Background: an optimization exercise with open tools, aiming at small area. Do not read the settings as production practice.
The RTL was checked by simulation tests, not by an equivalence proof against the original design.
Power is estimated from default activity; no workload was simulated.

===== config.mk =====
export PLATFORM = sky130hd
export DESIGN_NAME = systolic
export DESIGN_NICKNAME = systolic
export VERILOG_FILES = /design/flow/design.v
export SDC_FILE = /design/flow/constraint.sdc
export NUM_CORES = 4
export LEC_CHECK = 0
export ABC_AREA = 1
export CAP_MARGIN = 20
export CORE_MARGIN = 2
export CORE_UTILIZATION = 60
export SLEW_MARGIN = 20
export SYNTH_HIERARCHICAL = 1
export SYNTH_MINIMUM_KEEP_SIZE = 0

===== flow/run.sh =====
#!/bin/bash
# Standard layout (the standard.sh), with two changes:
# - the port buffers are the smallest buffer cell (buf_1);
# - clock tree synthesis builds larger sink clusters and inserts no dummy loads.
set -e
export RECOVER_POWER=100
export BUFFER_PORTS_ARGS="-buffer_cell sky130_fd_sc_hd__buf_1"
export CTS_ARGS="-sink_clustering_enable -repair_clock_nets -dont_use_dummy_load -buf_list {sky130_fd_sc_hd__clkbuf_4 sky130_fd_sc_hd__clkbuf_8} -sink_clustering_size 14 -sink_clustering_max_diameter 80"
bash standard.sh > standard.log 2>&1

===== constraint.sdc =====
create_clock -name core_clock -period 8.0 [get_ports {clk}]
set_input_delay 1.6000 -clock core_clock [delete_from_list [all_inputs] [get_ports {clk}]]
set_output_delay 1.6000 -clock core_clock [all_outputs]
set_load 0.01 [all_outputs]

===== design.v =====
module mac_e (
    input  logic [7:0]  a_in, b_in,
    input  logic        valid_a, valid_b, reset, clk,
    output logic [7:0]  a_out, b_out,
    output logic [31:0] acc_out,
    output logic        valid_a_out, valid_b_out
);
    logic en;
    logic [7:0] ag;
    logic [15:0] s0;        
    logic [15:0] lo;        
    logic c0;               
    logic [2:0] bc;        
    logic [2:0] ci;        
    logic c16;
    logic [31:0] nxt;
    logic pp0_0;
    logic pp0_1;
    logic pp0_2;
    logic pp0_3;
    logic pp0_4;
    logic pp0_5;
    logic pp0_6;
    logic pp0_7;
    logic pp1_0;
    logic pp1_1;
    logic pp1_2;
    logic pp1_3;
    logic pp1_4;
    logic pp1_5;
    logic pp1_6;
    logic pp1_7;
    logic pp2_0;
    logic pp2_1;
    logic pp2_2;
    logic pp2_3;
    logic pp2_4;
    logic pp2_5;
    logic pp2_6;
    logic pp2_7;
    logic pp3_0;
    logic pp3_1;
    logic pp3_2;
    logic pp3_3;
    logic pp3_4;
    logic pp3_5;
    logic pp3_6;
    logic pp3_7;
    logic pp4_0;
    logic pp4_1;
    logic pp4_2;
    logic pp4_3;
    logic pp4_4;
    logic pp4_5;
    logic pp4_6;
    logic pp4_7;
    logic pp5_0;
    logic pp5_1;
    logic pp5_2;
    logic pp5_3;
    logic pp5_4;
    logic pp5_5;
    logic pp5_6;
    logic pp5_7;
    logic pp6_0;
    logic pp6_1;
    logic pp6_2;
    logic pp6_3;
    logic pp6_4;
    logic pp6_5;
    logic pp6_6;
    logic pp6_7;
    logic pp7_0;
    logic pp7_1;
    logic pp7_2;
    logic pp7_3;
    logic pp7_4;
    logic pp7_5;
    logic pp7_6;
    logic pp7_7;
    logic fa1_s;
    logic fa1_c;
    logic fa2_s;
    logic fa2_c;
    logic fa3_s;
    logic fa3_c;
    logic fa4_s;
    logic fa4_c;
    logic fa5_s;
    logic fa5_c;
    logic fa6_s;
    logic fa6_c;
    logic fa7_s;
    logic fa7_c;
    logic fa8_s;
    logic fa8_c;
    logic fa9_s;
    logic fa9_c;
    logic fa10_s;
    logic fa10_c;
    logic fa11_s;
    logic fa11_c;
    logic fa12_s;
    logic fa12_c;
    logic fa13_s;
    logic fa13_c;
    logic fa14_s;
    logic fa14_c;
    logic fa15_s;
    logic fa15_c;
    logic fa16_s;
    logic fa16_c;
    logic fa17_s;
    logic fa17_c;
    logic fa18_s;
    logic fa18_c;
    logic fa19_s;
    logic fa19_c;
    logic fa20_s;
    logic fa20_c;
    logic fa21_s;
    logic fa21_c;
    logic fa22_s;
    logic fa22_c;
    logic fa23_s;
    logic fa23_c;
    logic fa24_s;
    logic fa24_c;
    logic fa25_s;
    logic fa25_c;
    logic fa26_s;
    logic fa26_c;
    logic fa27_s;
    logic fa27_c;
    logic fa28_s;
    logic fa28_c;
    logic fa29_s;
    logic fa29_c;
    logic fa30_s;
    logic fa30_c;
    logic fa31_s;
    logic fa31_c;
    logic fa32_s;
    logic fa32_c;
    logic fa33_s;
    logic fa33_c;
    logic fa34_s;
    logic fa34_c;
    logic fa35_s;
    logic fa35_c;
    logic fa36_s;
    logic fa36_c;
    logic fa37_s;
    logic fa37_c;
    logic fa38_s;
    logic fa38_c;
    logic fa39_s;
    logic fa39_c;
    logic fa40_s;
    logic fa40_c;
    logic fa41_s;
    logic fa41_c;
    logic fa42_s;
    logic fa42_c;
    logic fa43_s;
    logic fa43_c;
    logic fa44_s;
    logic fa44_c;
    logic fa45_s;
    logic fa45_c;
    logic fa46_s;
    logic fa46_c;
    logic fa47_s;
    logic fa47_c;
    logic fa48_s;
    logic fa48_c;
    logic fa49_s;
    logic fa49_c;
    logic fa50_s;
    logic fa50_c;
    logic fa51_s;
    logic fa51_c;
    logic fa52_s;
    logic fa52_c;
    logic fa53_s;
    logic fa53_c;
    logic fa54_s;
    logic fa54_c;
    logic fa55_s;
    logic fa55_c;
    logic fa56_s;
    logic fa56_c;
    logic ha1_s;
    logic ha1_c;
    logic ha2_s;
    logic ha2_c;
    logic ha3_s;
    logic ha3_c;
    logic ha4_s;
    logic ha4_c;
    logic ha5_s;
    logic ha5_c;
    logic ha6_s;
    logic ha6_c;
    logic ha7_s;
    logic ha7_c;
    logic ha8_s;
    logic ha8_c;
    logic ha9_s;
    logic ha9_c;
    logic fa57_s;
    logic fa57_c;
    logic fa58_s;
    logic fa58_c;
    logic fa59_s;
    logic fa59_c;
    logic ha10_s;
    logic ha10_c;
    logic fa60_s;
    logic fa60_c;
    logic fa61_s;
    logic fa61_c;
    logic fa62_s;
    logic fa62_c;
    assign en = valid_a & valid_b;
    assign ag = a_in & {8{en}};
    assign pp0_0 = ag[0] & b_in[0];
    assign pp0_1 = ag[0] & b_in[1];
    assign pp0_2 = ag[0] & b_in[2];
    assign pp0_3 = ag[0] & b_in[3];
    assign pp0_4 = ag[0] & b_in[4];
    assign pp0_5 = ag[0] & b_in[5];
    assign pp0_6 = ag[0] & b_in[6];
    assign pp0_7 = ag[0] & b_in[7];
    assign pp1_0 = ag[1] & b_in[0];
    assign pp1_1 = ag[1] & b_in[1];
    assign pp1_2 = ag[1] & b_in[2];
    assign pp1_3 = ag[1] & b_in[3];
    assign pp1_4 = ag[1] & b_in[4];
    assign pp1_5 = ag[1] & b_in[5];
    assign pp1_6 = ag[1] & b_in[6];
    assign pp1_7 = ag[1] & b_in[7];
    assign pp2_0 = ag[2] & b_in[0];
    assign pp2_1 = ag[2] & b_in[1];
    assign pp2_2 = ag[2] & b_in[2];
    assign pp2_3 = ag[2] & b_in[3];
    assign pp2_4 = ag[2] & b_in[4];
    assign pp2_5 = ag[2] & b_in[5];
    assign pp2_6 = ag[2] & b_in[6];
    assign pp2_7 = ag[2] & b_in[7];
    assign pp3_0 = ag[3] & b_in[0];
    assign pp3_1 = ag[3] & b_in[1];
    assign pp3_2 = ag[3] & b_in[2];
    assign pp3_3 = ag[3] & b_in[3];
    assign pp3_4 = ag[3] & b_in[4];
    assign pp3_5 = ag[3] & b_in[5];
    assign pp3_6 = ag[3] & b_in[6];
    assign pp3_7 = ag[3] & b_in[7];
    assign pp4_0 = ag[4] & b_in[0];
    assign pp4_1 = ag[4] & b_in[1];
    assign pp4_2 = ag[4] & b_in[2];
    assign pp4_3 = ag[4] & b_in[3];
    assign pp4_4 = ag[4] & b_in[4];
    assign pp4_5 = ag[4] & b_in[5];
    assign pp4_6 = ag[4] & b_in[6];
    assign pp4_7 = ag[4] & b_in[7];
    assign pp5_0 = ag[5] & b_in[0];
    assign pp5_1 = ag[5] & b_in[1];
    assign pp5_2 = ag[5] & b_in[2];
    assign pp5_3 = ag[5] & b_in[3];
    assign pp5_4 = ag[5] & b_in[4];
    assign pp5_5 = ag[5] & b_in[5];
    assign pp5_6 = ag[5] & b_in[6];
    assign pp5_7 = ag[5] & b_in[7];
    assign pp6_0 = ag[6] & b_in[0];
    assign pp6_1 = ag[6] & b_in[1];
    assign pp6_2 = ag[6] & b_in[2];
    assign pp6_3 = ag[6] & b_in[3];
    assign pp6_4 = ag[6] & b_in[4];
    assign pp6_5 = ag[6] & b_in[5];
    assign pp6_6 = ag[6] & b_in[6];
    assign pp6_7 = ag[6] & b_in[7];
    assign pp7_0 = ag[7] & b_in[0];
    assign pp7_1 = ag[7] & b_in[1];
    assign pp7_2 = ag[7] & b_in[2];
    assign pp7_3 = ag[7] & b_in[3];
    assign pp7_4 = ag[7] & b_in[4];
    assign pp7_5 = ag[7] & b_in[5];
    assign pp7_6 = ag[7] & b_in[6];
    assign pp7_7 = ag[7] & b_in[7];
    fa_cell u_fa1 (.a(acc_out[1]), .b(pp0_1), .c(pp1_0), .s(fa1_s), .co(fa1_c));
    fa_cell u_fa2 (.a(acc_out[2]), .b(pp0_2), .c(pp1_1), .s(fa2_s), .co(fa2_c));
    fa_cell u_fa3 (.a(pp2_0), .b(fa1_c), .c(fa2_s), .s(fa3_s), .co(fa3_c));
    fa_cell u_fa4 (.a(acc_out[3]), .b(pp0_3), .c(pp1_2), .s(fa4_s), .co(fa4_c));
    fa_cell u_fa5 (.a(pp2_1), .b(pp3_0), .c(fa2_c), .s(fa5_s), .co(fa5_c));
    fa_cell u_fa6 (.a(fa4_s), .b(fa5_s), .c(fa3_c), .s(fa6_s), .co(fa6_c));
    fa_cell u_fa7 (.a(acc_out[4]), .b(pp0_4), .c(pp1_3), .s(fa7_s), .co(fa7_c));
    fa_cell u_fa8 (.a(pp2_2), .b(pp3_1), .c(pp4_0), .s(fa8_s), .co(fa8_c));
    fa_cell u_fa9 (.a(fa4_c), .b(fa7_s), .c(fa8_s), .s(fa9_s), .co(fa9_c));
    fa_cell u_fa10 (.a(fa5_c), .b(fa9_s), .c(fa6_c), .s(fa10_s), .co(fa10_c));
    fa_cell u_fa11 (.a(acc_out[5]), .b(pp0_5), .c(pp1_4), .s(fa11_s), .co(fa11_c));
    fa_cell u_fa12 (.a(pp2_3), .b(pp3_2), .c(pp4_1), .s(fa12_s), .co(fa12_c));
    fa_cell u_fa13 (.a(pp5_0), .b(fa7_c), .c(fa8_c), .s(fa13_s), .co(fa13_c));
    fa_cell u_fa14 (.a(fa11_s), .b(fa12_s), .c(fa9_c), .s(fa14_s), .co(fa14_c));
    fa_cell u_fa15 (.a(fa13_s), .b(fa14_s), .c(fa10_c), .s(fa15_s), .co(fa15_c));
    fa_cell u_fa16 (.a(acc_out[6]), .b(pp0_6), .c(pp1_5), .s(fa16_s), .co(fa16_c));
    fa_cell u_fa17 (.a(pp2_4), .b(pp3_3), .c(pp4_2), .s(fa17_s), .co(fa17_c));
    fa_cell u_fa18 (.a(pp5_1), .b(pp6_0), .c(fa11_c), .s(fa18_s), .co(fa18_c));
    fa_cell u_fa19 (.a(fa12_c), .b(fa16_s), .c(fa17_s), .s(fa19_s), .co(fa19_c));
    fa_cell u_fa20 (.a(fa13_c), .b(fa18_s), .c(fa19_s), .s(fa20_s), .co(fa20_c));
    fa_cell u_fa21 (.a(fa14_c), .b(fa20_s), .c(fa15_c), .s(fa21_s), .co(fa21_c));
    fa_cell u_fa22 (.a(acc_out[7]), .b(pp0_7), .c(pp1_6), .s(fa22_s), .co(fa22_c));
    fa_cell u_fa23 (.a(pp2_5), .b(pp3_4), .c(pp4_3), .s(fa23_s), .co(fa23_c));
    fa_cell u_fa24 (.a(pp5_2), .b(pp6_1), .c(pp7_0), .s(fa24_s), .co(fa24_c));
    fa_cell u_fa25 (.a(fa16_c), .b(fa17_c), .c(fa22_s), .s(fa25_s), .co(fa25_c));
    fa_cell u_fa26 (.a(fa23_s), .b(fa24_s), .c(fa18_c), .s(fa26_s), .co(fa26_c));
    fa_cell u_fa27 (.a(fa19_c), .b(fa25_s), .c(fa26_s), .s(fa27_s), .co(fa27_c));
    fa_cell u_fa28 (.a(fa20_c), .b(fa27_s), .c(fa21_c), .s(fa28_s), .co(fa28_c));
    fa_cell u_fa29 (.a(acc_out[8]), .b(pp1_7), .c(pp2_6), .s(fa29_s), .co(fa29_c));
    fa_cell u_fa30 (.a(pp3_5), .b(pp4_4), .c(pp5_3), .s(fa30_s), .co(fa30_c));
    fa_cell u_fa31 (.a(pp6_2), .b(pp7_1), .c(fa22_c), .s(fa31_s), .co(fa31_c));
    fa_cell u_fa32 (.a(fa23_c), .b(fa24_c), .c(fa29_s), .s(fa32_s), .co(fa32_c));
    fa_cell u_fa33 (.a(fa30_s), .b(fa31_s), .c(fa25_c), .s(fa33_s), .co(fa33_c));
    fa_cell u_fa34 (.a(fa32_s), .b(fa26_c), .c(fa33_s), .s(fa34_s), .co(fa34_c));
    fa_cell u_fa35 (.a(fa27_c), .b(fa34_s), .c(fa28_c), .s(fa35_s), .co(fa35_c));
    fa_cell u_fa36 (.a(acc_out[9]), .b(pp2_7), .c(pp3_6), .s(fa36_s), .co(fa36_c));
    fa_cell u_fa37 (.a(pp4_5), .b(pp5_4), .c(pp6_3), .s(fa37_s), .co(fa37_c));
    fa_cell u_fa38 (.a(pp7_2), .b(fa29_c), .c(fa30_c), .s(fa38_s), .co(fa38_c));
    fa_cell u_fa39 (.a(fa36_s), .b(fa37_s), .c(fa31_c), .s(fa39_s), .co(fa39_c));
    fa_cell u_fa40 (.a(fa32_c), .b(fa38_s), .c(fa39_s), .s(fa40_s), .co(fa40_c));
    fa_cell u_fa41 (.a(fa33_c), .b(fa40_s), .c(fa34_c), .s(fa41_s), .co(fa41_c));
    fa_cell u_fa42 (.a(acc_out[10]), .b(pp3_7), .c(pp4_6), .s(fa42_s), .co(fa42_c));
    fa_cell u_fa43 (.a(pp5_5), .b(pp6_4), .c(pp7_3), .s(fa43_s), .co(fa43_c));
    fa_cell u_fa44 (.a(fa36_c), .b(fa37_c), .c(fa42_s), .s(fa44_s), .co(fa44_c));
    fa_cell u_fa45 (.a(fa43_s), .b(fa38_c), .c(fa44_s), .s(fa45_s), .co(fa45_c));
    fa_cell u_fa46 (.a(fa39_c), .b(fa45_s), .c(fa40_c), .s(fa46_s), .co(fa46_c));
    fa_cell u_fa47 (.a(acc_out[11]), .b(pp4_7), .c(pp5_6), .s(fa47_s), .co(fa47_c));
    fa_cell u_fa48 (.a(pp6_5), .b(pp7_4), .c(fa42_c), .s(fa48_s), .co(fa48_c));
    fa_cell u_fa49 (.a(fa43_c), .b(fa47_s), .c(fa48_s), .s(fa49_s), .co(fa49_c));
    fa_cell u_fa50 (.a(fa44_c), .b(fa49_s), .c(fa45_c), .s(fa50_s), .co(fa50_c));
    fa_cell u_fa51 (.a(acc_out[12]), .b(pp5_7), .c(pp6_6), .s(fa51_s), .co(fa51_c));
    fa_cell u_fa52 (.a(pp7_5), .b(fa47_c), .c(fa51_s), .s(fa52_s), .co(fa52_c));
    fa_cell u_fa53 (.a(fa48_c), .b(fa52_s), .c(fa49_c), .s(fa53_s), .co(fa53_c));
    fa_cell u_fa54 (.a(acc_out[13]), .b(pp6_7), .c(pp7_6), .s(fa54_s), .co(fa54_c));
    fa_cell u_fa55 (.a(fa51_c), .b(fa54_s), .c(fa52_c), .s(fa55_s), .co(fa55_c));
    fa_cell u_fa56 (.a(acc_out[14]), .b(pp7_7), .c(fa54_c), .s(fa56_s), .co(fa56_c));
    ha_cell u_ha1 (.a(acc_out[0]), .b(pp0_0), .s(ha1_s), .co(ha1_c));
    ha_cell u_ha2 (.a(fa1_s), .b(ha1_c), .s(ha2_s), .co(ha2_c));
    ha_cell u_ha3 (.a(fa3_s), .b(ha2_c), .s(ha3_s), .co(ha3_c));
    ha_cell u_ha4 (.a(fa6_s), .b(ha3_c), .s(ha4_s), .co(ha4_c));
    ha_cell u_ha5 (.a(fa10_s), .b(ha4_c), .s(ha5_s), .co(ha5_c));
    ha_cell u_ha6 (.a(fa15_s), .b(ha5_c), .s(ha6_s), .co(ha6_c));
    ha_cell u_ha7 (.a(fa21_s), .b(ha6_c), .s(ha7_s), .co(ha7_c));
    ha_cell u_ha8 (.a(fa28_s), .b(ha7_c), .s(ha8_s), .co(ha8_c));
    ha_cell u_ha9 (.a(fa35_s), .b(ha8_c), .s(ha9_s), .co(ha9_c));
    fa_cell u_fa57 (.a(fa41_s), .b(fa35_c), .c(ha9_c), .s(fa57_s), .co(fa57_c));
    fa_cell u_fa58 (.a(fa46_s), .b(fa41_c), .c(fa57_c), .s(fa58_s), .co(fa58_c));
    fa_cell u_fa59 (.a(fa50_s), .b(fa46_c), .c(fa58_c), .s(fa59_s), .co(fa59_c));
    ha_cell u_ha10 (.a(fa53_s), .b(fa50_c), .s(ha10_s), .co(ha10_c));
    fa_cell u_fa60 (.a(fa55_s), .b(fa53_c), .c(ha10_c), .s(fa60_s), .co(fa60_c));
    fa_cell u_fa61 (.a(fa56_s), .b(fa55_c), .c(fa60_c), .s(fa61_s), .co(fa61_c));
    fa_cell u_fa62 (.a(acc_out[15]), .b(fa56_c), .c(fa61_c), .s(fa62_s), .co(fa62_c));
    assign s0[0] = ha1_s;
    assign s0[1] = ha2_s;
    assign s0[2] = ha3_s;
    assign s0[3] = ha4_s;
    assign s0[4] = ha5_s;
    assign s0[5] = ha6_s;
    assign s0[6] = ha7_s;
    assign s0[7] = ha8_s;
    assign s0[8] = ha9_s;
    assign s0[9] = fa57_s;
    assign s0[10] = fa58_s;
    assign s0[11] = fa59_s;
    assign s0[12] = ha10_s;
    assign s0[13] = fa60_s;
    assign s0[14] = fa61_s;
    assign s0[15] = fa62_s;
    assign c0 = fa62_c;
    assign bc[1] = fa59_c;
    assign ci[0] = 1'b0;
    assign bc[0] = 1'b0;
    assign lo[11:0] = s0[11:0];
    assign ci[1] = bc[1] | (ci[0] & (&s0[11:0]));
    for (genvar k = 12; k < 16; k++) begin : g_b1
        assign lo[k] = s0[k] ^ (ci[1] & ((k == 12) ? 1'b1 : &s0[k-1:12]));
    end
    assign c16 = c0 | (ci[1] & (&s0[15:12]));
    for (genvar k = 16; k < 32; k++) begin : g_hi
        assign nxt[k] = acc_out[k] ^ (c16 & ((k == 16) ? 1'b1 : &acc_out[k-1:16]));
    end
    assign nxt[15:0] = lo;
    always_ff @(posedge clk) begin : valid_reg
        if (~reset) begin
            valid_a_out <= 0;
            valid_b_out <= 0;
        end
        else begin
            valid_a_out <= valid_a;
            valid_b_out <= valid_b;
        end
    end
    always_ff @(posedge clk) begin : accumulator
        if (~reset) begin
            a_out   <= 0;
            b_out   <= 0;
            acc_out <= 0;
        end
        else begin
            if (en) begin
                a_out <= a_in;
                b_out <= b_in;
            end
            acc_out <= nxt;
        end
    end
endmodule
module mac_i (
    input  logic [7:0]  a_in, b_in,
    input  logic        valid_a, valid_b, reset, clk,
    output logic [7:0]  a_out, b_out,
    output logic [31:0] acc_out,
    output logic        valid_a_out, valid_b_out
);
    logic en;
    logic [7:0] ag;
    logic [15:0] s0;        
    logic [15:0] lo;        
    logic c0;               
    logic [2:0] bc;        
    logic [2:0] ci;        
    logic c16;
    logic [31:0] nxt;
    logic pp0_0;
    logic pp0_1;
    logic pp0_2;
    logic pp0_3;
    logic pp0_4;
    logic pp0_5;
    logic pp0_6;
    logic pp0_7;
    logic pp1_0;
    logic pp1_1;
    logic pp1_2;
    logic pp1_3;
    logic pp1_4;
    logic pp1_5;
    logic pp1_6;
    logic pp1_7;
    logic pp2_0;
    logic pp2_1;
    logic pp2_2;
    logic pp2_3;
    logic pp2_4;
    logic pp2_5;
    logic pp2_6;
    logic pp2_7;
    logic pp3_0;
    logic pp3_1;
    logic pp3_2;
    logic pp3_3;
    logic pp3_4;
    logic pp3_5;
    logic pp3_6;
    logic pp3_7;
    logic pp4_0;
    logic pp4_1;
    logic pp4_2;
    logic pp4_3;
    logic pp4_4;
    logic pp4_5;
    logic pp4_6;
    logic pp4_7;
    logic pp5_0;
    logic pp5_1;
    logic pp5_2;
    logic pp5_3;
    logic pp5_4;
    logic pp5_5;
    logic pp5_6;
    logic pp5_7;
    logic pp6_0;
    logic pp6_1;
    logic pp6_2;
    logic pp6_3;
    logic pp6_4;
    logic pp6_5;
    logic pp6_6;
    logic pp6_7;
    logic pp7_0;
    logic pp7_1;
    logic pp7_2;
    logic pp7_3;
    logic pp7_4;
    logic pp7_5;
    logic pp7_6;
    logic pp7_7;
    logic fa1_s;
    logic fa1_c;
    logic fa2_s;
    logic fa2_c;
    logic fa3_s;
    logic fa3_c;
    logic fa4_s;
    logic fa4_c;
    logic fa5_s;
    logic fa5_c;
    logic fa6_s;
    logic fa6_c;
    logic fa7_s;
    logic fa7_c;
    logic fa8_s;
    logic fa8_c;
    logic fa9_s;
    logic fa9_c;
    logic fa10_s;
    logic fa10_c;
    logic fa11_s;
    logic fa11_c;
    logic fa12_s;
    logic fa12_c;
    logic fa13_s;
    logic fa13_c;
    logic fa14_s;
    logic fa14_c;
    logic fa15_s;
    logic fa15_c;
    logic fa16_s;
    logic fa16_c;
    logic fa17_s;
    logic fa17_c;
    logic fa18_s;
    logic fa18_c;
    logic fa19_s;
    logic fa19_c;
    logic fa20_s;
    logic fa20_c;
    logic fa21_s;
    logic fa21_c;
    logic fa22_s;
    logic fa22_c;
    logic fa23_s;
    logic fa23_c;
    logic fa24_s;
    logic fa24_c;
    logic fa25_s;
    logic fa25_c;
    logic fa26_s;
    logic fa26_c;
    logic fa27_s;
    logic fa27_c;
    logic fa28_s;
    logic fa28_c;
    logic fa29_s;
    logic fa29_c;
    logic fa30_s;
    logic fa30_c;
    logic fa31_s;
    logic fa31_c;
    logic fa32_s;
    logic fa32_c;
    logic fa33_s;
    logic fa33_c;
    logic fa34_s;
    logic fa34_c;
    logic fa35_s;
    logic fa35_c;
    logic fa36_s;
    logic fa36_c;
    logic fa37_s;
    logic fa37_c;
    logic fa38_s;
    logic fa38_c;
    logic fa39_s;
    logic fa39_c;
    logic fa40_s;
    logic fa40_c;
    logic fa41_s;
    logic fa41_c;
    logic fa42_s;
    logic fa42_c;
    logic fa43_s;
    logic fa43_c;
    logic fa44_s;
    logic fa44_c;
    logic fa45_s;
    logic fa45_c;
    logic fa46_s;
    logic fa46_c;
    logic fa47_s;
    logic fa47_c;
    logic fa48_s;
    logic fa48_c;
    logic fa49_s;
    logic fa49_c;
    logic fa50_s;
    logic fa50_c;
    logic fa51_s;
    logic fa51_c;
    logic fa52_s;
    logic fa52_c;
    logic fa53_s;
    logic fa53_c;
    logic fa54_s;
    logic fa54_c;
    logic fa55_s;
    logic fa55_c;
    logic fa56_s;
    logic fa56_c;
    logic ha1_s;
    logic ha1_c;
    logic ha2_s;
    logic ha2_c;
    logic ha3_s;
    logic ha3_c;
    logic ha4_s;
    logic ha4_c;
    logic ha5_s;
    logic ha5_c;
    logic ha6_s;
    logic ha6_c;
    logic ha7_s;
    logic ha7_c;
    logic ha8_s;
    logic ha8_c;
    logic ha9_s;
    logic ha9_c;
    logic fa57_s;
    logic fa57_c;
    logic fa58_s;
    logic fa58_c;
    logic fa59_s;
    logic fa59_c;
    logic fa60_s;
    logic fa60_c;
    logic fa61_s;
    logic fa61_c;
    logic ha10_s;
    logic ha10_c;
    logic fa62_s;
    logic fa62_c;
    assign en = valid_a & valid_b;
    assign ag = a_in & {8{en}};
    assign pp0_0 = ag[0] & b_in[0];
    assign pp0_1 = ag[0] & b_in[1];
    assign pp0_2 = ag[0] & b_in[2];
    assign pp0_3 = ag[0] & b_in[3];
    assign pp0_4 = ag[0] & b_in[4];
    assign pp0_5 = ag[0] & b_in[5];
    assign pp0_6 = ag[0] & b_in[6];
    assign pp0_7 = ag[0] & b_in[7];
    assign pp1_0 = ag[1] & b_in[0];
    assign pp1_1 = ag[1] & b_in[1];
    assign pp1_2 = ag[1] & b_in[2];
    assign pp1_3 = ag[1] & b_in[3];
    assign pp1_4 = ag[1] & b_in[4];
    assign pp1_5 = ag[1] & b_in[5];
    assign pp1_6 = ag[1] & b_in[6];
    assign pp1_7 = ag[1] & b_in[7];
    assign pp2_0 = ag[2] & b_in[0];
    assign pp2_1 = ag[2] & b_in[1];
    assign pp2_2 = ag[2] & b_in[2];
    assign pp2_3 = ag[2] & b_in[3];
    assign pp2_4 = ag[2] & b_in[4];
    assign pp2_5 = ag[2] & b_in[5];
    assign pp2_6 = ag[2] & b_in[6];
    assign pp2_7 = ag[2] & b_in[7];
    assign pp3_0 = ag[3] & b_in[0];
    assign pp3_1 = ag[3] & b_in[1];
    assign pp3_2 = ag[3] & b_in[2];
    assign pp3_3 = ag[3] & b_in[3];
    assign pp3_4 = ag[3] & b_in[4];
    assign pp3_5 = ag[3] & b_in[5];
    assign pp3_6 = ag[3] & b_in[6];
    assign pp3_7 = ag[3] & b_in[7];
    assign pp4_0 = ag[4] & b_in[0];
    assign pp4_1 = ag[4] & b_in[1];
    assign pp4_2 = ag[4] & b_in[2];
    assign pp4_3 = ag[4] & b_in[3];
    assign pp4_4 = ag[4] & b_in[4];
    assign pp4_5 = ag[4] & b_in[5];
    assign pp4_6 = ag[4] & b_in[6];
    assign pp4_7 = ag[4] & b_in[7];
    assign pp5_0 = ag[5] & b_in[0];
    assign pp5_1 = ag[5] & b_in[1];
    assign pp5_2 = ag[5] & b_in[2];
    assign pp5_3 = ag[5] & b_in[3];
    assign pp5_4 = ag[5] & b_in[4];
    assign pp5_5 = ag[5] & b_in[5];
    assign pp5_6 = ag[5] & b_in[6];
    assign pp5_7 = ag[5] & b_in[7];
    assign pp6_0 = ag[6] & b_in[0];
    assign pp6_1 = ag[6] & b_in[1];
    assign pp6_2 = ag[6] & b_in[2];
    assign pp6_3 = ag[6] & b_in[3];
    assign pp6_4 = ag[6] & b_in[4];
    assign pp6_5 = ag[6] & b_in[5];
    assign pp6_6 = ag[6] & b_in[6];
    assign pp6_7 = ag[6] & b_in[7];
    assign pp7_0 = ag[7] & b_in[0];
    assign pp7_1 = ag[7] & b_in[1];
    assign pp7_2 = ag[7] & b_in[2];
    assign pp7_3 = ag[7] & b_in[3];
    assign pp7_4 = ag[7] & b_in[4];
    assign pp7_5 = ag[7] & b_in[5];
    assign pp7_6 = ag[7] & b_in[6];
    assign pp7_7 = ag[7] & b_in[7];
    fa_cell u_fa1 (.a(acc_out[1]), .b(pp0_1), .c(pp1_0), .s(fa1_s), .co(fa1_c));
    fa_cell u_fa2 (.a(acc_out[2]), .b(pp0_2), .c(pp1_1), .s(fa2_s), .co(fa2_c));
    fa_cell u_fa3 (.a(pp2_0), .b(fa1_c), .c(fa2_s), .s(fa3_s), .co(fa3_c));
    fa_cell u_fa4 (.a(acc_out[3]), .b(pp0_3), .c(pp1_2), .s(fa4_s), .co(fa4_c));
    fa_cell u_fa5 (.a(pp2_1), .b(pp3_0), .c(fa2_c), .s(fa5_s), .co(fa5_c));
    fa_cell u_fa6 (.a(fa4_s), .b(fa3_c), .c(fa5_s), .s(fa6_s), .co(fa6_c));
    fa_cell u_fa7 (.a(acc_out[4]), .b(pp0_4), .c(pp1_3), .s(fa7_s), .co(fa7_c));
    fa_cell u_fa8 (.a(pp2_2), .b(pp3_1), .c(pp4_0), .s(fa8_s), .co(fa8_c));
    fa_cell u_fa9 (.a(fa4_c), .b(fa7_s), .c(fa8_s), .s(fa9_s), .co(fa9_c));
    fa_cell u_fa10 (.a(fa5_c), .b(fa9_s), .c(fa6_c), .s(fa10_s), .co(fa10_c));
    fa_cell u_fa11 (.a(acc_out[5]), .b(pp0_5), .c(pp1_4), .s(fa11_s), .co(fa11_c));
    fa_cell u_fa12 (.a(pp2_3), .b(pp3_2), .c(pp4_1), .s(fa12_s), .co(fa12_c));
    fa_cell u_fa13 (.a(pp5_0), .b(fa7_c), .c(fa8_c), .s(fa13_s), .co(fa13_c));
    fa_cell u_fa14 (.a(fa11_s), .b(fa12_s), .c(fa13_s), .s(fa14_s), .co(fa14_c));
    fa_cell u_fa15 (.a(fa9_c), .b(fa14_s), .c(fa10_c), .s(fa15_s), .co(fa15_c));
    fa_cell u_fa16 (.a(acc_out[6]), .b(pp0_6), .c(pp1_5), .s(fa16_s), .co(fa16_c));
    fa_cell u_fa17 (.a(pp2_4), .b(pp3_3), .c(pp4_2), .s(fa17_s), .co(fa17_c));
    fa_cell u_fa18 (.a(pp5_1), .b(pp6_0), .c(fa11_c), .s(fa18_s), .co(fa18_c));
    fa_cell u_fa19 (.a(fa12_c), .b(fa16_s), .c(fa17_s), .s(fa19_s), .co(fa19_c));
    fa_cell u_fa20 (.a(fa13_c), .b(fa18_s), .c(fa19_s), .s(fa20_s), .co(fa20_c));
    fa_cell u_fa21 (.a(fa14_c), .b(fa20_s), .c(fa15_c), .s(fa21_s), .co(fa21_c));
    fa_cell u_fa22 (.a(acc_out[7]), .b(pp0_7), .c(pp1_6), .s(fa22_s), .co(fa22_c));
    fa_cell u_fa23 (.a(pp2_5), .b(pp3_4), .c(pp4_3), .s(fa23_s), .co(fa23_c));
    fa_cell u_fa24 (.a(pp5_2), .b(pp6_1), .c(pp7_0), .s(fa24_s), .co(fa24_c));
    fa_cell u_fa25 (.a(fa16_c), .b(fa17_c), .c(fa22_s), .s(fa25_s), .co(fa25_c));
    fa_cell u_fa26 (.a(fa23_s), .b(fa24_s), .c(fa18_c), .s(fa26_s), .co(fa26_c));
    fa_cell u_fa27 (.a(fa19_c), .b(fa25_s), .c(fa26_s), .s(fa27_s), .co(fa27_c));
    fa_cell u_fa28 (.a(fa20_c), .b(fa27_s), .c(fa21_c), .s(fa28_s), .co(fa28_c));
    fa_cell u_fa29 (.a(acc_out[8]), .b(pp1_7), .c(pp2_6), .s(fa29_s), .co(fa29_c));
    fa_cell u_fa30 (.a(pp3_5), .b(pp4_4), .c(pp5_3), .s(fa30_s), .co(fa30_c));
    fa_cell u_fa31 (.a(pp6_2), .b(pp7_1), .c(fa22_c), .s(fa31_s), .co(fa31_c));
    fa_cell u_fa32 (.a(fa23_c), .b(fa24_c), .c(fa29_s), .s(fa32_s), .co(fa32_c));
    fa_cell u_fa33 (.a(fa30_s), .b(fa25_c), .c(fa31_s), .s(fa33_s), .co(fa33_c));
    fa_cell u_fa34 (.a(fa32_s), .b(fa26_c), .c(fa33_s), .s(fa34_s), .co(fa34_c));
    fa_cell u_fa35 (.a(fa27_c), .b(fa34_s), .c(fa28_c), .s(fa35_s), .co(fa35_c));
    fa_cell u_fa36 (.a(acc_out[9]), .b(pp2_7), .c(pp3_6), .s(fa36_s), .co(fa36_c));
    fa_cell u_fa37 (.a(pp4_5), .b(pp5_4), .c(pp6_3), .s(fa37_s), .co(fa37_c));
    fa_cell u_fa38 (.a(pp7_2), .b(fa29_c), .c(fa30_c), .s(fa38_s), .co(fa38_c));
    fa_cell u_fa39 (.a(fa36_s), .b(fa37_s), .c(fa31_c), .s(fa39_s), .co(fa39_c));
    fa_cell u_fa40 (.a(fa32_c), .b(fa38_s), .c(fa39_s), .s(fa40_s), .co(fa40_c));
    fa_cell u_fa41 (.a(fa33_c), .b(fa40_s), .c(fa34_c), .s(fa41_s), .co(fa41_c));
    fa_cell u_fa42 (.a(acc_out[10]), .b(pp3_7), .c(pp4_6), .s(fa42_s), .co(fa42_c));
    fa_cell u_fa43 (.a(pp5_5), .b(pp6_4), .c(pp7_3), .s(fa43_s), .co(fa43_c));
    fa_cell u_fa44 (.a(fa36_c), .b(fa37_c), .c(fa42_s), .s(fa44_s), .co(fa44_c));
    fa_cell u_fa45 (.a(fa43_s), .b(fa38_c), .c(fa44_s), .s(fa45_s), .co(fa45_c));
    fa_cell u_fa46 (.a(fa39_c), .b(fa45_s), .c(fa40_c), .s(fa46_s), .co(fa46_c));
    fa_cell u_fa47 (.a(acc_out[11]), .b(pp4_7), .c(pp5_6), .s(fa47_s), .co(fa47_c));
    fa_cell u_fa48 (.a(pp6_5), .b(pp7_4), .c(fa42_c), .s(fa48_s), .co(fa48_c));
    fa_cell u_fa49 (.a(fa43_c), .b(fa47_s), .c(fa44_c), .s(fa49_s), .co(fa49_c));
    fa_cell u_fa50 (.a(fa48_s), .b(fa45_c), .c(fa49_s), .s(fa50_s), .co(fa50_c));
    fa_cell u_fa51 (.a(acc_out[12]), .b(pp5_7), .c(pp6_6), .s(fa51_s), .co(fa51_c));
    fa_cell u_fa52 (.a(pp7_5), .b(fa47_c), .c(fa51_s), .s(fa52_s), .co(fa52_c));
    fa_cell u_fa53 (.a(fa48_c), .b(fa52_s), .c(fa49_c), .s(fa53_s), .co(fa53_c));
    fa_cell u_fa54 (.a(acc_out[13]), .b(pp6_7), .c(pp7_6), .s(fa54_s), .co(fa54_c));
    fa_cell u_fa55 (.a(fa51_c), .b(fa54_s), .c(fa52_c), .s(fa55_s), .co(fa55_c));
    fa_cell u_fa56 (.a(acc_out[14]), .b(pp7_7), .c(fa54_c), .s(fa56_s), .co(fa56_c));
    ha_cell u_ha1 (.a(acc_out[0]), .b(pp0_0), .s(ha1_s), .co(ha1_c));
    ha_cell u_ha2 (.a(fa1_s), .b(ha1_c), .s(ha2_s), .co(ha2_c));
    ha_cell u_ha3 (.a(fa3_s), .b(ha2_c), .s(ha3_s), .co(ha3_c));
    ha_cell u_ha4 (.a(fa6_s), .b(ha3_c), .s(ha4_s), .co(ha4_c));
    ha_cell u_ha5 (.a(fa10_s), .b(ha4_c), .s(ha5_s), .co(ha5_c));
    ha_cell u_ha6 (.a(fa15_s), .b(ha5_c), .s(ha6_s), .co(ha6_c));
    ha_cell u_ha7 (.a(fa21_s), .b(ha6_c), .s(ha7_s), .co(ha7_c));
    ha_cell u_ha8 (.a(fa28_s), .b(ha7_c), .s(ha8_s), .co(ha8_c));
    ha_cell u_ha9 (.a(fa35_s), .b(ha8_c), .s(ha9_s), .co(ha9_c));
    fa_cell u_fa57 (.a(fa41_s), .b(fa35_c), .c(ha9_c), .s(fa57_s), .co(fa57_c));
    fa_cell u_fa58 (.a(fa46_s), .b(fa41_c), .c(fa57_c), .s(fa58_s), .co(fa58_c));
    fa_cell u_fa59 (.a(fa50_s), .b(fa46_c), .c(fa58_c), .s(fa59_s), .co(fa59_c));
    fa_cell u_fa60 (.a(fa53_s), .b(fa50_c), .c(fa59_c), .s(fa60_s), .co(fa60_c));
    fa_cell u_fa61 (.a(fa55_s), .b(fa53_c), .c(fa60_c), .s(fa61_s), .co(fa61_c));
    ha_cell u_ha10 (.a(fa56_s), .b(fa55_c), .s(ha10_s), .co(ha10_c));
    fa_cell u_fa62 (.a(acc_out[15]), .b(fa56_c), .c(ha10_c), .s(fa62_s), .co(fa62_c));
    assign s0[0] = ha1_s;
    assign s0[1] = ha2_s;
    assign s0[2] = ha3_s;
    assign s0[3] = ha4_s;
    assign s0[4] = ha5_s;
    assign s0[5] = ha6_s;
    assign s0[6] = ha7_s;
    assign s0[7] = ha8_s;
    assign s0[8] = ha9_s;
    assign s0[9] = fa57_s;
    assign s0[10] = fa58_s;
    assign s0[11] = fa59_s;
    assign s0[12] = fa60_s;
    assign s0[13] = fa61_s;
    assign s0[14] = ha10_s;
    assign s0[15] = fa62_s;
    assign c0 = fa62_c;
    assign bc[1] = fa61_c;
    assign ci[0] = 1'b0;
    assign bc[0] = 1'b0;
    assign lo[13:0] = s0[13:0];
    assign ci[1] = bc[1] | (ci[0] & (&s0[13:0]));
    for (genvar k = 14; k < 16; k++) begin : g_b1
        assign lo[k] = s0[k] ^ (ci[1] & ((k == 14) ? 1'b1 : &s0[k-1:14]));
    end
    assign c16 = c0 | (ci[1] & (&s0[15:14]));
    for (genvar k = 16; k < 32; k++) begin : g_hi
        assign nxt[k] = acc_out[k] ^ (c16 & ((k == 16) ? 1'b1 : &acc_out[k-1:16]));
    end
    assign nxt[15:0] = lo;
    always_ff @(posedge clk) begin : valid_reg
        if (~reset) begin
            valid_a_out <= 0;
            valid_b_out <= 0;
        end
        else begin
            valid_a_out <= valid_a;
            valid_b_out <= valid_b;
        end
    end
    always_ff @(posedge clk) begin : accumulator
        if (~reset) begin
            a_out   <= 0;
            b_out   <= 0;
            acc_out <= 0;
        end
        else begin
            if (en) begin
                a_out <= a_in;
                b_out <= b_in;
            end
            acc_out <= nxt;
        end
    end
endmodule
module fa_cell (input logic a, b, c, output logic s, co);
    assign s  = a ^ b ^ c;
    assign co = (a & b) | (a & c) | (b & c);
endmodule
module ha_cell (input logic a, b, output logic s, co);
    assign s  = a ^ b;
    assign co = a & b;
endmodule
module systolic #(parameter SIZE = 4) (
    input  logic                     clk, reset,
    input  logic [SIZE*8-1:0]        a_in,
    input  logic [SIZE*8-1:0]        b_in,
    input  logic [SIZE-1:0]          valid_a,
    input  logic [SIZE-1:0]          valid_b,
    output logic [SIZE*SIZE*32-1:0]  out
    );
    logic [7:0] a_bus [SIZE][SIZE+1];
    logic       valid_a_bus [SIZE][SIZE+1];
    logic [7:0] b_bus [SIZE+1][SIZE];
    logic       valid_b_bus [SIZE+1][SIZE];
    genvar i, j;
    generate
        for (i = 0; i < SIZE; i = i + 1) begin : g_edge
            assign a_bus[i][0]       = a_in[8*i +: 8];
            assign valid_a_bus[i][0] = valid_a[i];
            assign b_bus[0][i]       = b_in[8*i +: 8];
            assign valid_b_bus[0][i] = valid_b[i];
        end
        for (i = 0; i < SIZE; i = i + 1) begin : g_systolic_row
            for (j = 0; j < SIZE; j = j + 1) begin : g_systolic_col
                if (i == 0 || j == 0) begin : g_cell
                    mac_e u_mac (
                        .clk(clk),
                        .reset(reset),
                        .a_in(a_bus[i][j]),
                        .valid_a(valid_a_bus[i][j]),
                        .b_in(b_bus[i][j]),
                        .valid_b(valid_b_bus[i][j]),
                        .a_out(a_bus[i][j+1]),
                        .valid_a_out(valid_a_bus[i][j+1]),
                        .b_out(b_bus[i+1][j]),
                        .valid_b_out(valid_b_bus[i+1][j]),
                        .acc_out(out[32*(i*SIZE+j) +: 32])
                    );
                end else begin : g_cell
                    mac_i u_mac (
                        .clk(clk),
                        .reset(reset),
                        .a_in(a_bus[i][j]),
                        .valid_a(valid_a_bus[i][j]),
                        .b_in(b_bus[i][j]),
                        .valid_b(valid_b_bus[i][j]),
                        .a_out(a_bus[i][j+1]),
                        .valid_a_out(valid_a_bus[i][j+1]),
                        .b_out(b_bus[i+1][j]),
                        .valid_b_out(valid_b_bus[i+1][j]),
                        .acc_out(out[32*(i*SIZE+j) +: 32])
                    );
                end
            end
        end
    endgenerate
endmodule

===== standard.sh =====
#!/bin/bash
# synth_recipe.tcl (not shown) runs the flow's synth.tcl, then flattens the netlist and writes it again
# the make line also repeats each setting of config.mk as NAME=value (left out here)
make -C /OpenROAD-flow-scripts/flow DESIGN_CONFIG=/design/flow/config.mk WORK_HOME=/design/flow/orfs CLKGATE_MAP_FILE= SYNTH_SCRIPT=/design/flow/synth_recipe.tcl "${@:-finish}"

==> flow_summary.json, run 1 <==
{
  "outcome": "complete, but fails checks",
  "so_faults": "capacitance limit, slew limit",
  "place.port_buffers": 585,
  "clkSinkCount": 728,
  "finalSetupViolations": 0,
  "drive_above_1_share_pct": 5.657,
  "ant_nets": 0,
  "syn_area_um2": 53780,
  "holdBufCountCts": 0,
  "cts_buffer_depth": 3,
  "max_cap_violations": 3,
  "wire_per_inst_um": 17.76,
  "p_per_area_nw_per_um2": 107.3,
  "core_um2": 88650,
  "die_y_um": 303.4,
  "drt_wl_total_mm": 132.8,
  "synthCells": 5714,
  "min_path_cells": 2,
  "track_usage_pct": 29.51,
  "root_buffer": "clkbuf_8",
  "yosysWarnings": 17,
  "min_path_type": "register to register",
  "avgViaCountPerCell": 5.314,
  "max-vdd-ir-drop_v": 0.0001389,
  "relSlewSlack_pct": -111.9,
  "seq_area_um2": 14570,
  "fmax_mhz": 130.5,
  "n_fill_cell": 7673,
  "r2r_cells": 23,
  "start_util_pct": 60.67,
  "mostFrequentLayoutCells": "nor2_1 (1370), fa_1 (992), nand2_1 (780)",
  "setup.worst_path.start_class": "input pin",
  "hold_viol_final": 0,
  "maxSlewViolCount": 248,
  "dpl.cell_count": 7417,
  "fin_crit_ns": 7.661,
  "die_x_um": 303.4,
  "syn_to_final_growth_pct": 7.806,
  "instances_no_fill": 7480,
  "endpoint_kind": "register",
  "vias": 39750,
  "cp.arrival_ns": 8.29,
  "crit_type": "input pin to register",
  "cts_tree": "yes",
  "rsz0062_at_grt": "no",
  "dpl.hpwl_mm": 104.7,
  "worstMarginPinSlew_ns": 3.179,
  "syn-num-nets": 6972,
  "layout.nets": 7571,
  "drc_errors": 0,
  "tns_ns": 0,
  "cp_max_fo": 22,
  "die_area_um2": 92040,
  "ios": 586,
  "clkTransAtPathRegs_ns": 0.09,
  "grt.overflow.total": 0,
  "cp.required_ns": 8.63,
  "leakage_nw": 28.58,
  "first_pass_iters": 5,
  "num_rows": 109,
  "reg2reg_slack_ns": 0.34,
  "skew_ns": 0.06282,
  "synth_area_per_cell_um2": 9.412,
  "final.period_utilization_pct": 95.76,
  "grt_start_max_net_pins": 159,
  "grt_pass1_wl_mm": 215.2,
  "cts-buffers-inserted": 59,
  "htree_levels": 2,
  "worstSkewPairLatency_ns": 0.80,
  "first_global_vias": 40730,
  "multiInputGateArea_um2": 36080,
  "grt_antenna_before_repair": 6,
  "gp_congestion": 0.9058,
  "layout_commonest_cell": "nor2_1",
  "drtIter0Drc": 2499
}
critical path, stage by stage:
cell and delay [ns]:
buf_1 0.09, nand2_1 0.20, inv_1 0.34, nand2_1 0.28
nor2_1 0.20, fa_1 0.46, fa_1 0.39, fa_1 0.39
fa_1 0.39, fa_1 0.39, fa_1 0.39, fa_1 0.41
fa_1 0.45, ha_1 0.23, fa_1 0.38, fa_1 0.39
fa_1 0.41, nand3_1 0.23, o21bai_4 0.21, ha_1 0.25
xnor2_1 0.16, nor2_1 0.06
flip-flops by register name (all words and copies together), names as in the netlist:
signal / count
g_systolic_row.g_systolic_col.g_cell.u_mac.a_out: 96
g_systolic_row.g_systolic_col.g_cell.u_mac.valid_b_out: 12
g_systolic_row.g_systolic_col.g_cell.u_mac.valid_a_out: 12
g_systolic_row.g_systolic_col.g_cell.u_mac.b_out: 96
g_systolic_row.g_systolic_col.g_cell.u_mac.acc_out: 512
final cells by class:
type	count	area share [%]
Antenna cell	4	0.01726
Clock buffer	59	1.401
Timing Repair Buffer	669	4.873
Sequential cell	728	25.14
Inverter	590	3.833
Tap cell	1165	2.514
Multi-Input combinational cell	4265	62.22
metrics by stage:
stage | hold slack, ns | setup WS [ns] | power (mW) | util, % | cell area [µm²]
floorplan | 0.4189 | 0.4263 | 4.198 | - | 53780
global placement | 0.4225 | 0.1426 | 4.408 | 64.64 | 57300
detailed placement | 0.4304 | -0.1225 | 4.411 | 64.64 | 57300
CTS | 0.4167 | 0.2309 | 6.318 | 65.56 | 58110
global route | 0.4355 | 0.04625 | 6.499 | 65.40 | 57980
finish | 0.4196 | 0.3390 | 6.223 | 65.40 | 57980
timing repair:
item,CTS,global route
resized for setup,0,2
endpoints found under the setup margin,0,7
setup buffers,0,0
layer usage:
layer | share of wire (%) | vias to the layer above | GRT usage, %
li1 | - | 18670 | -
met1 | 42 | 19740 | 39.36
met2 | 48 | 1120 | 49.02
met3 | 6.6 | 219 | 5.611
met4 | 3.4 | 6 | 9.535
met5 | 0.034 | - | 0
how the worst max path moves through the flow:
stage	from	end	depth (start not counted)
after floorplan	valid_a[1]	register	23
after detailed placement	valid_a[1]	register	22
after CTS	register	register	23
after global placement	valid_a[2]	register	22
final	valid_a[2]	register	22
after global routing	register	register	23
report_power, final:
part	switching [mW]	internal, mW	total, mW
sequential	0.0507	3.68	3.73
clock	1.25	0.654	1.90
combinational	0.388	0.206	0.594
total	1.69	4.54	6.22
==> inputs of run 2 (changes only) <==
--- a/flow/run.sh
+++ b/flow/run.sh
@@ -5,3 +5,2 @@
 set -e
-export RECOVER_POWER=100
 export BUFFER_PORTS_ARGS="-buffer_cell sky130_fd_sc_hd__buf_1"
--- a/config.mk
+++ b/config.mk
@@ -11,2 +11,3 @@
 export CORE_UTILIZATION = 60
+export GPL_TIMING_DRIVEN = 0
 export SLEW_MARGIN = 20
==> flow_summary.json, run 2 <==
{
  "p_per_area_nw_per_um2": 107.1,
  "cts-buffers-inserted": 59,
  "gp_congestion": 0.8888,
  "largest_register_ffs": 512,
  "grtUsageMet3_pct": 6.475,
  "fin_crit_ns": 7.722,
  "met1_usage_pct": 39.63,
  "place_ws_ns": -0.3324,
  "synth_area_per_cell_um2": 9.412,
  "max-vdd-ir-drop_v": 0.0001296,
  "cp_max_fo": 10,
  "grtUsageMet2_pct": 50.27,
  "worstMarginPinSlew_ns": 0.7593,
  "fmax_mhz": 129.5,
  "drt_wl_total_mm": 136.8,
  "grt_antenna_before_repair": 3,
  "layout_commonest_cell": "nor2_1",
  "instances_no_fill": 7527,
  "leakage_nw": 28.75,
  "dpl.cell_count": 7466,
  "num_rows": 109,
  "post_cts_buffers": 0,
  "avgViaCountPerCell": 5.352,
  "n_fill_cell": 7587,
  "core_um2": 88650,
  "min_path_type": "register to register",
  "relSlewSlack_pct": 49.38,
  "wire_per_inst_um": 18.17,
  "syn-num-nets": 6972,
  "path_buf_inv": 3,
  "ios": 586,
  "first_global_vias": 41350,
  "holdBufCountCts": 0,
  "grt.overflow.total": 0,
  "grt.busiest_layer": "met2",
  "worst_path_max_delay_cell": "fa_1",
  "setup.worst_path.start_class": "register",
  "drc_errors": 0,
  "top_register": "g_systolic_row.g_systolic_col.g_cell.u_mac.acc_out",
  "vias": 40290,
  "reg2reg_slack_ns": 0.28,
  "r2r_cells": 25,
  "layout_setup_ws_ns": 0.2785,
  "ant_nets": 0,
  "clkTransAtPathRegs_ns": 0.10,
  "cp.required_ns": 8.75,
  "grt_start_max_net_pins": 22,
  "synthCells": 5714,
  "start_util_pct": 60.67,
  "worstSkewPairLatency_ns": 0.79,
  "outcome": "complete, no violations",
  "crit_type": "register to register",
  "root_buffer": "clkbuf_8",
  "cp.arrival_ns": 8.47,
  "yosysWarnings": 17,
  "hold_viol_final": 0,
  "grt_pass1_wl_mm": 219.0,
  "mostFrequentLayoutCells": "nor2_1 (1369), fa_1 (992), nand2_1 (761)",
  "die_area_um2": 92040,
  "htree_levels": 2,
  "cpPeakStageDelay_ns": 0.48,
  "layout.nets": 7620,
  "max_cap_violations": 0,
  "endpoint_kind": "register",
  "cts_tree": "yes",
  "largestRegisters": "g_systolic_row.g_systolic_col.g_cell.u_mac.acc_out: 512 flops, g_systolic_row.g_systolic_col.g_cell.u_mac.a_out: 96 flops, g_systolic_row.g_systolic_col.g_cell.u_mac.b_out: 96 flops",
  "die_x_um": 303.4,
  "syn_to_final_growth_pct": 8.483,
  "maxSlewViolCount": 0,
  "drtIter0Drc": 2530,
  "syn_area_um2": 53780,
  "cts_buffer_depth": 3,
  "drive_above_1_share_pct": 6.384,
  "crit_top_cell": "fa_1",
  "post-route-util_pct": 65.81,
  "min_path_cells": 2,
  "track_usage_pct": 30.32,
  "die_y_um": 303.4,
  "rsz0062_at_grt": "no",
  "final.period_utilization_pct": 96.52,
  "dpl.hpwl_mm": 107.7,
  "place.port_buffers": 585,
  "finalSetupViolations": 0,
  "clkSinkCount": 728,
  "path_delay_family": "adder cells",
  "skew_ns": 0.07017,
  "first_pass_iters": 5
}
## run 2: layer usage
layer	routed length, µm	up-vias
met5	13	-
met1	55960	20170
met3	9477	227
li1	-	18790
met4	5028	2
met2	66290	1107
## run 2: what timing repair did
action / CTS / global route
hold endpoints to repair: 0 / 0
resized for setup: 0 / 14
endpoints found under the setup margin: 0 / 25
## run 2: how the worst max path moves through the flow
stage,slack [ns],start,depth (start not counted),endpoint
after floorplan,0.43,valid_a[1],23,register
after global placement,-0.26,valid_b[0],24,register
after detailed placement,-0.33,valid_b[2],24,register
after CTS,0.20,register,25,register
after global routing,0.002,register,25,register
final,0.28,register,25,register
## run 2: layout make-up
cell class              count  area [µm²]  area share, %
diodes                      2       5.005       0.008579
plain buffers             131       805.8          1.381
clock buffers              59       812.0          1.392
inverters                 590        2230          3.822
multi-input cells        4265       36220          62.08
flip-flops and latches    728       14580          24.99
well taps                1165        1458          2.499
repair buffers            587        2237          3.835
## run 2: where the power goes
group | total [mW] | switching, mW | internal (mW)
registers | 3.73 | 0.0504 | 3.68
logic | 0.605 | 0.401 | 0.204
clock network | 1.91 | 1.26 | 0.654
## run 2: tightest hold or removal path, cell delays in order (launching register included)
cell and delay (ns):
dfxtp_1 0.35, nand2_1 0.07, inv_1 0.03
## run 2: metrics by stage
stage / TNS (ns) / cell area (µm²) / hold WS [ns] / power (mW)
floorplan: 0 / 53780 / 0.4189 / 4.198
global placement: -4.449 / 57430 / 0.4344 / 4.413
detailed placement: -9.109 / 57470 / 0.4340 / 4.418
CTS: 0 / 58290 / 0.4375 / 6.325
global route: 0 / 58340 / 0.4768 / 6.514
finish: 0 / 58340 / 0.4204 / 6.246
==> inputs of run 3 (changes only) <==
--- a/config.mk
+++ b/config.mk
@@ -11,3 +11,2 @@
 export CORE_UTILIZATION = 60
-export GPL_TIMING_DRIVEN = 0
 export SLEW_MARGIN = 20
==> flow_summary.json, run 3 <==
{
  "max-vdd-ir-drop_v": 0.0001385,
  "ctsResizeCount": 0,
  "outcome": "complete, no violations",
  "avgViaCountPerCell": 5.319,
  "synth_area_per_cell_um2": 9.412,
  "largest_register_ffs": 512,
  "grt_start_max_net_pins": 159,
  "htree_levels": 2,
  "grt_antenna_before_repair": 6,
  "setup.worst_path.start_class": "register",
  "start_util_pct": 60.67,
  "r2r_cells": 23,
  "cp.arrival_ns": 8.35,
  "layout_commonest_cell": "nor2_1",
  "place_ws_ns": -0.1225,
  "top_layer_used": "met5",
  "dr_wl_met2_mm": 64.13,
  "syn-num-nets": 6972,
  "grt.overflow.total": 0,
  "post-route-util_pct": 65.58,
  "track_usage_pct": 29.51,
  "die_area_um2": 92040,
  "wl_met1_mm": 55.15,
  "syn_area_um2": 53780,
  "drtIter0Drc": 2615,
  "reg2reg_slack_ns": 0.35,
  "hold_viol_final": 0,
  "wl_met3_mm": 8.947,
  "endpoint_kind": "register",
  "relSlewSlack_pct": 49.31,
  "clkSinkCount": 728,
  "min_path_type": "register to register",
  "top_register": "g_systolic_row.g_systolic_col.g_cell.u_mac.acc_out",
  "cts-buffers-inserted": 59,
  "n_fill_cell": 7642,
  "cts_tree": "yes",
  "crit_type": "register to register",
  "first_pass_iters": 5,
  "die_y_um": 303.4,
  "layout.nets": 7571,
  "first_global_vias": 40730,
  "max_cap_violations": 0,
  "dpl.hpwl_mm": 104.7,
  "holdBufCountCts": 0,
  "fmax_mhz": 130.7,
  "wire_per_inst_um": 17.75,
  "ant_nets": 0,
  "final.period_utilization_pct": 95.62,
  "p_per_area_nw_per_um2": 107.2,
  "cts_buffer_depth": 3,
  "clkTransAtPathRegs_ns": 0.09,
  "core_um2": 88650,
  "leakage_nw": 28.60,
  "drc_errors": 0,
  "worstSkewPairLatency_ns": 0.80,
  "mostFrequentLayoutCells": "nor2_1 (1370), fa_1 (992), nand2_1 (761)",
  "vias": 39790,
  "drt_wl_total_mm": 132.8,
  "synthCells": 5714,
  "cp_max_fo": 12,
  "gp_congestion": 0.9058,
  "maxSlewViolCount": 0,
  "largestRegisters": "g_systolic_row.g_systolic_col.g_cell.u_mac.acc_out: 512 flops, g_systolic_row.g_systolic_col.g_cell.u_mac.a_out: 96 flops, g_systolic_row.g_systolic_col.g_cell.u_mac.b_out: 96 flops",
  "dpl.cell_count": 7417,
  "yosysWarnings": 17,
  "num_rows": 109,
  "instances_no_fill": 7480,
  "root_buffer": "clkbuf_8",
  "place.port_buffers": 585,
  "finalSetupViolations": 0,
  "skew_ns": 0.06431,
  "post_cts_buffers": 0,
  "fin_crit_ns": 7.649,
  "die_x_um": 303.4,
  "syn_to_final_growth_pct": 8.094,
  "ios": 586,
  "grt_pass1_wl_mm": 215.2,
  "layout_setup_ws_ns": 0.3505,
  "worstMarginPinSlew_ns": 0.7604,
  "tns_ns": 0,
  "cp.required_ns": 8.70,
  "drive_above_1_share_pct": 6.322,
  "rsz0062_at_grt": "no"
}
==> run 3: how the worst min path moves through the flow <==
stage	to	cells past startpoint	start	slack [ns]
5_1_grt	register	2	register	0.44
3_5_place_dp	register	2	register	0.43
2_1_floorplan	register	2	register	0.42
4_1_cts	register	2	register	0.42
3_3_place_gp	register	2	register	0.42
6_report	register	2	register	0.42
==> run 3: power breakdown <==
group / internal, mW / total, mW / switching (mW)
sequential: 3.68 / 3.73 / 0.0514
clock: 0.654 / 1.90 / 1.25
combinational: 0.206 / 0.597 / 0.391
total: 4.54 / 6.23 / 1.69
==> run 3: cell type report <==
cell class	instances	area [µm²]	share of cell area [%]
clock buffer	59	812.0	1.397
multi-input combinational	4265	36190	62.25
antenna	4	10.01	0.01722
tap	1165	1458	2.507
inverter	590	2222	3.823
timing repair buffer	669	2868	4.933
sequential	728	14570	25.07
==> run 3: metal layers <==
layer | global-route usage (%) | vias up
met5 | 0 | -
met1 | 39.36 | 19740
li1 | - | 18680
met4 | 9.535 | 6
met3 | 5.611 | 230
met2 | 49.02 | 1125
==> run 3: worst max-delay path, stage by stage, from the launching register on <==
cell        delay (ns)
dfxtp_1           0.33
nand2_2           0.18
clkinvlp_4        0.28
nand2_2           0.26
nor2_1            0.09
fa_1              0.48
fa_1              0.40
fa_1              0.43
fa_1              0.39
fa_1              0.43
fa_1              0.42
fa_1              0.42
fa_1              0.45
ha_1              0.22
fa_1              0.39
fa_1              0.40
fa_1              0.40
fa_1              0.39
fa_1              0.41
nand3_1           0.11
nand2_2           0.16
nand3_2           0.24
nand2_1           0.07
o21ba_2           0.24
==> run 3: stage by stage <==
stage / hold slack (ns) / power, mW / area, µm²
floorplan: 0.4189 / 4.198 / 53780
global placement: 0.4225 / 4.408 / 57300
detailed placement: 0.4304 / 4.411 / 57300
CTS: 0.4167 / 6.318 / 58110
global route: 0.4355 / 6.503 / 58130
finish: 0.4219 / 6.230 / 58130

-- separate check: timing with driven ports --
The flow's constraints put no driver on any port. The routed layouts listed below were extracted and timed again, unchanged, in two steps. Step 1: set_driving_cell puts a clkbuf_16 on clk and a buf_2 on each other input, an assumption about the parent block. Step 2 adds t to the input delays and takes it off the output delays; t is the mean of the earliest and latest rising clock arrival at the registers after step 1. Input paths then give back, and output paths get back, about the clock's delay inside the block. a / b / c = ideal / step 1 / step 2; a / b = the first two.
run	shift t [ns]	slack for setup (ns)	worst register clock-pin slew, ns	worst data-port slew with drivers (ns)	cell pins on the clock port's net
run 1	0.839	0.339 / 0.326 / -0.513	0.10 / 0.10	0.11	1
run 2	0.829	0.278 / 0.278 / -0.347	0.11 / 0.11	0.13	1
run 3	0.838	0.351 / 0.351 / -0.184	0.10 / 0.10	0.11	1
For run 1, which loses most, drivers alone change the setup slack by -0.013 ns; drivers and shift together by -0.852 ns.
